This is an optimization exercise on Yosys and OpenROAD, whose aim is small area, not a production implementation.
RTL that was checked went through simulation tests only; none was proved equivalent to the original.
Power is estimated from default activity; no workload was simulated.

Setup of lane 1:
==> flow/design.v <==
module StepCalculatorDataflow (
    input wire clk,
    input wire rst,
    input wire [7:0] hr_input,
    input wire [2:0] steps_per_second,
    input wire [7:0] stride_length,
    input wire valid_input,
    output wire [15:0] total_steps,
    output wire [31:0] total_distance,
    output wire [31:0] distance_per_second,
    output wire [7:0] time_elapsed,
    output wire [1:0] heart_rate_classification,
    output wire [7:0] max_heart_rate,
    output wire [31:0] total_calories,
    output wire [31:0] average_heart_rate,
    output wire [1:0] workout_intensity,
    output wire [15:0] speed
);
    reg [6:0] k;         
    reg z;               
    reg flag;            
    reg clr;             
    wire start = valid_input | z;    
    wire [6:0] k_inc;
    assign k_inc[0] = ~k[0];
    genvar gk;
    generate for (gk = 1; gk < 7; gk = gk + 1) begin : g_inc
        assign k_inc[gk] = k[gk] ^ (&k[gk-1:0]);
    end endgenerate
    wire busy = (k != 7'd0);
    always @(posedge clk or posedge rst) begin
        if (rst) begin
            k <= 7'd0;
            z <= 1'b1;
            flag <= 1'b0;
        end else begin
            if (start) begin
                k <= 7'd1;
                z <= 1'b0;
            end else if (busy) begin
                k <= k_inc;
            end
            if (k == 7'd127 && !clr)
                flag <= 1'b1;
        end
    end
    always @(posedge clk)
        if (start) clr <= ~valid_input;
    wire ph_a  = start | (busy && k[6:5] == 2'd0);
    wire ph_b  = (k[6:5] == 2'd1);
    wire ph_b6 = ph_b && !(k[4:3] == 2'b11 && k[2:1] != 2'b00);    
    wire ph_c  = (k[6:5] == 2'd2);
    wire ph_ts = ph_c && !k[4];
    wire ph_d  = (k[6:5] == 2'd3);
    wire ph_te = ph_d && (k[4:3] == 2'd0);
    wire [4:0] ki = k[4:0];                  
    wire ix0 = (ki == 5'd0);
    reg [7:0] h;         
    reg [2:0] s;         
    always @(posedge clk) begin
        if (valid_input)
            h <= hr_input;
        else
            h <= {h[0], h[7:1]};
        if (valid_input) s <= steps_per_second;
    end
    wire [2:0] s_e = clr ? 3'd0 : s;
    reg [7:0] mx;
    reg gt;
    wire ph_mx  = (k[6:4] == 3'b100);
    wire ph_cmp = (k[6:3] == 4'b1000);
    wire m_b = mx[0] & flag;
    wire h_b = h[1] & ~clr;
    always @(posedge clk) begin
        if (ph_cmp)
            gt <= (h_b & ~m_b) | (~(h_b ^ m_b) & ~ix0 & gt);
        if (ph_mx)
            mx <= {ph_cmp ? mx[0] : (gt ? h_b : m_b), mx[7:1]};
    end
    reg [15:0] ts;
    reg [31:0] td;
    reg [31:0] sum;
    reg [31:0] avg;
    reg [19:0] cal;
    reg [15:0] spd;
    reg [7:0] te;
    reg [7:0] r;
    wire div_first = start | (ph_b & ix0) | (ph_c & ix0);
    wire td_rd  = start ? td[31] : td[{~k[3:0], 1'b1}];
    wire sum_rd = sum[{~k[3:0], 1'b1}];
    wire n_in = ph_a ? td_rd : (ph_c ? sum_rd : avg[31]);
    wire [7:0] dv = ph_b ? 8'd125 : te;
    wire [8:0] x9 = {(div_first ? 8'd0 : r), n_in};
    wire [8:0] b9 = {1'b1, ~dv};
    wire [9:0] dc;
    wire [8:0] df;
    assign dc[0] = ~ph_c;
    genvar gd;
    generate for (gd = 0; gd < 9; gd = gd + 1) begin : g_div
        assign df[gd] = x9[gd] ^ b9[gd] ^ dc[gd];
        assign dc[gd+1] = (x9[gd] & b9[gd]) | (x9[gd] & dc[gd]) | (b9[gd] & dc[gd]);
    end endgenerate
    wire q = dc[9];
    always @(posedge clk)
        r <= q ? df[7:0] : x9[7:0];
    wire spd_ok = flag & (te != 8'd0);
    wire avg_ok = flag & (te != 8'd255);
    reg [7:0] acc;
    reg [3:0] xd;
    reg pb;
    wire a_in = avg[0] & flag;
    wire [7:0] m_pp = te & {8{a_in}};
    wire [7:0] m_ac = acc & {8{~start}};
    wire [8:0] mc;
    wire [7:0] ms;
    assign mc[0] = 1'b0;
    genvar gm;
    generate for (gm = 0; gm < 8; gm = gm + 1) begin : g_mul
        assign ms[gm] = m_ac[gm] ^ m_pp[gm] ^ mc[gm];
        assign mc[gm+1] = (m_ac[gm] & m_pp[gm]) | (m_ac[gm] & mc[gm]) | (m_pp[gm] & mc[gm]);
    end endgenerate
    wire [8:0] msum = {mc[8], ms};
    wire x_t = msum[0];
    wire x_d = ~start & (k[4:2] != 3'd0) & xd[3];
    wire b_e = ~start & pb;
    wire p_t = x_d ^ x_t ^ b_e;
    wire b_n = (~x_d & (x_t | b_e)) | (x_t & b_e);
    always @(posedge clk) begin
        acc <= msum[8:1];
        xd <= {xd[2:0], x_t};
        pb <= b_n;
    end
    reg cts;
    wire s_bit = (ki == 5'd0) ? s_e[0] : (ki == 5'd1) ? s_e[1] : (ki == 5'd2) ? s_e[2] : 1'b0;
    wire ts_i = ts[0] & flag;
    wire cts_e = ~ix0 & cts;
    wire [1:0] ts_add = {(ts_i & s_bit) | (ts_i & cts_e) | (s_bit & cts_e), ts_i ^ s_bit ^ cts_e};
    always @(posedge clk) begin
        if (ph_ts) ts <= {ts_add[0], ts[15:1]};
        cts <= ts_add[1];
    end
    localparam [31:0] W1_MASK = 32'h000001fe;    
    localparam [31:0] W2_MASK = 32'h000003fc;    
    wire a0 = s_e[0] & cal[17] & (ki[4:3] == 2'd0);
    wire a1 = s_e[1] & cal[18] & W1_MASK[ki];
    wire a2 = s_e[2] & cal[19] & W2_MASK[ki];
    reg [1:0] ctd;
    wire td_i = td[0] & flag;
    wire [1:0] ctd_e = ix0 ? 2'd0 : ctd;
    wire sA = td_i ^ a0 ^ a1;
    wire cA = (td_i & a0) | (td_i & a1) | (a0 & a1);
    wire cB = (sA & a2) | (sA & ctd_e[0]) | (a2 & ctd_e[0]);
    wire [2:0] td_add = {(cA & cB) | (cA & ctd_e[1]) | (cB & ctd_e[1]), cA ^ cB ^ ctd_e[1], sA ^ a2 ^ ctd_e[0]};
    always @(posedge clk) begin
        if (ph_a)
            td <= {td[0], td[31:1]};
        else if (ph_b)
            td <= {td_add[0], td[31:1]};
        ctd <= td_add[2:1];
    end
    always @(posedge clk)
        if (ph_a) spd <= {spd[14:0], q & spd_ok};
    always @(posedge clk) begin
        if (ph_a)
            avg <= {p_t, avg[31:1]};
        else if (ph_b6 || ph_c)
            avg <= {avg[30:0], q & avg_ok};
    end
    always @(posedge clk) begin
        if (valid_input)
            cal[17:10] <= {stride_length[0], stride_length[1], stride_length[2], stride_length[3],
                           stride_length[4], stride_length[5], stride_length[6], stride_length[7]};
        else if (ph_b6)
            cal <= {cal[18:0], q};
    end
    reg csum;
    wire h_bit = h_b & ph_te;
    wire sm_i = sum[0] & flag;
    wire csum_e = ~ix0 & csum;
    wire [1:0] sum_add = {(sm_i & h_bit) | (sm_i & csum_e) | (h_bit & csum_e), sm_i ^ h_bit ^ csum_e};
    always @(posedge clk) begin
        if (ph_c)
            sum <= {sum[0], sum[31:1]};
        else if (ph_d)
            sum <= {sum_add[0], sum[31:1]};
        csum <= sum_add[1];
    end
    reg cte;
    wire cte_e = ix0 | cte;
    always @(posedge clk) begin
        if (ph_te) te <= {flag & (te[0] ^ cte_e), te[7:1]};
        cte <= te[0] & cte_e;
    end
    assign total_steps = ts;
    assign total_distance = td;
    assign distance_per_second = 32'd0;
    assign time_elapsed = te;
    assign max_heart_rate = mx;
    assign total_calories = {12'd0, cal};
    assign average_heart_rate = avg;
    assign speed = spd;
    localparam [255:0] M_HR1 = 256'hffffffffffffffffffffffffff80000000000000000000000000000000000000;    
    localparam [255:0] M_HR2 = 256'hffffffffffffffffffe000000000000000000000000000000000000000000000;    
    localparam [255:0] M_AV1 = 256'hffffffffffffffffffffffffffffffffff000000000000000000000000000000;    
    localparam [255:0] M_AV2 = 256'hfffffffffffffffffffffffe0000000000000000000000000000000000000000;    
    wire hr1 = M_HR1[hr_input];
    wire hr2 = M_HR2[hr_input];
    assign heart_rate_classification = {hr2, hr1 & ~hr2};
    wire av_hi = |avg[31:8];
    wire av1 = av_hi | M_AV1[avg[7:0]];
    wire av2 = av_hi | M_AV2[avg[7:0]];
    assign workout_intensity = {av2, av1 & ~av2};
endmodule
Settings: LEC_CHECK=0, CAP_MARGIN=20, CORE_MARGIN=2, CORE_UTILIZATION=60, SLEW_MARGIN=20; clock period 90.0 ns.
standard.sh (not shown) runs the stock make flow with config.mk's settings and CLKGATE_MAP_FILE= SYNTH_SCRIPT=/design/flow/synth_recipe.tcl, a recipe that flattens the netlist after the stock synthesis.
==> flow/flow/run.sh <==
#!/bin/bash
# Standard ORFS layout (the standard.sh) with a few extra ORFS settings
# from flow/extra.mk: smaller port buffers, no CTS dummy loads.
set -euo pipefail
HERE=$(pwd)
{ echo "include $HERE/config.mk"; cat "$HERE/flow/extra.mk"; } > "$HERE/my_config.mk"
sed "s#DESIGN_CONFIG=[^ ]*#DESIGN_CONFIG=$HERE/my_config.mk#" standard.sh > my_standard.sh
bash my_standard.sh > standard.log 2>&1
==> flow/flow/extra.mk <==
export BUFFER_PORTS_ARGS = -buffer_cell sky130_fd_sc_hd__buf_1
export CTS_ARGS = -sink_clustering_enable -repair_clock_nets -dont_use_dummy_load -buf_list sky130_fd_sc_hd__clkbuf_8 -sink_clustering_size 16 -sink_clustering_max_diameter 80
export SKIP_REPAIR_TIE_FANOUT = 1
What lane 2 does differently from lane 1 at the input level:
--- a/flow/design.v
+++ b/flow/design.v
@@ -29,16 +29,13 @@
     end endgenerate
     wire busy = (k != 7'd0);
+    always @(posedge clk)
+        k <= start ? 7'd1 : (k_inc & {7{busy}});
     always @(posedge clk or posedge rst) begin
         if (rst) begin
-            k <= 7'd0;
             z <= 1'b1;
             flag <= 1'b0;
         end else begin
-            if (start) begin
-                k <= 7'd1;
+            if (start)
                 z <= 1'b0;
-            end else if (busy) begin
-                k <= k_inc;
-            end
             if (k == 7'd127 && !clr)
                 flag <= 1'b1;
==> comparison <==
Lane 2 against lane 1: clock-pin slew of the registers on the worst-case setup and hold paths neither gained nor lost much, share of power burned in the clock network picked up an extra 1.6 points, detailed-route wire length lost about 1.1%, number of design-rule violations left by the first detailed-router iteration picked up an extra 7.4%.
Looking at synthesis-to-finish area growth across lane 1 and lane 2, the one that comes out higher is lane 2.
Fraction of the cycle the final worst path needs: lane 1 vs lane 2, no meaningful difference
The beginning of the critical path comes out hr_input[1] in one run and hr_input[0] in the other, namely in lane 1 and lane 2 respectively.
Taking lane 1 as the reference point, the die height of lane 2 falls by 0.45%.
Total power on lane 2 is down relative to lane 1.
No functional check of the RTL was part of lane 2.

[afterwards: timing with drivers on the ports]
The flow's constraints put no driver on any port. The routed layouts listed below were extracted and timed again, unchanged, in two steps.
Step 1, drivers: a clkbuf_16 drives clk and a buf_2 each remaining input, both assumed.
Step 2 moves the port delays by t, midway between the first and last clock arrival at a register: inputs arrive t later, outputs are due t later. That takes back most of the time a late clock gives input paths.
a / b / c = ideal ports / drivers / drivers and shift; a / b = the first two.
run	t (ns)	slack for setup (ns)	worst setup path at the end	worst data-port slew with drivers (ns)
lane 1	0.511	53.107 / 53.088 / 53.088	input to output	0.04
lane 2	0.512	53.119 / 53.097 / 53.097	input to output	0.05
After both steps every run listed still meets setup and hold. For lane 2, which loses most, drivers alone change the setup slack by -0.022 ns; drivers and shift together by -0.022 ns.
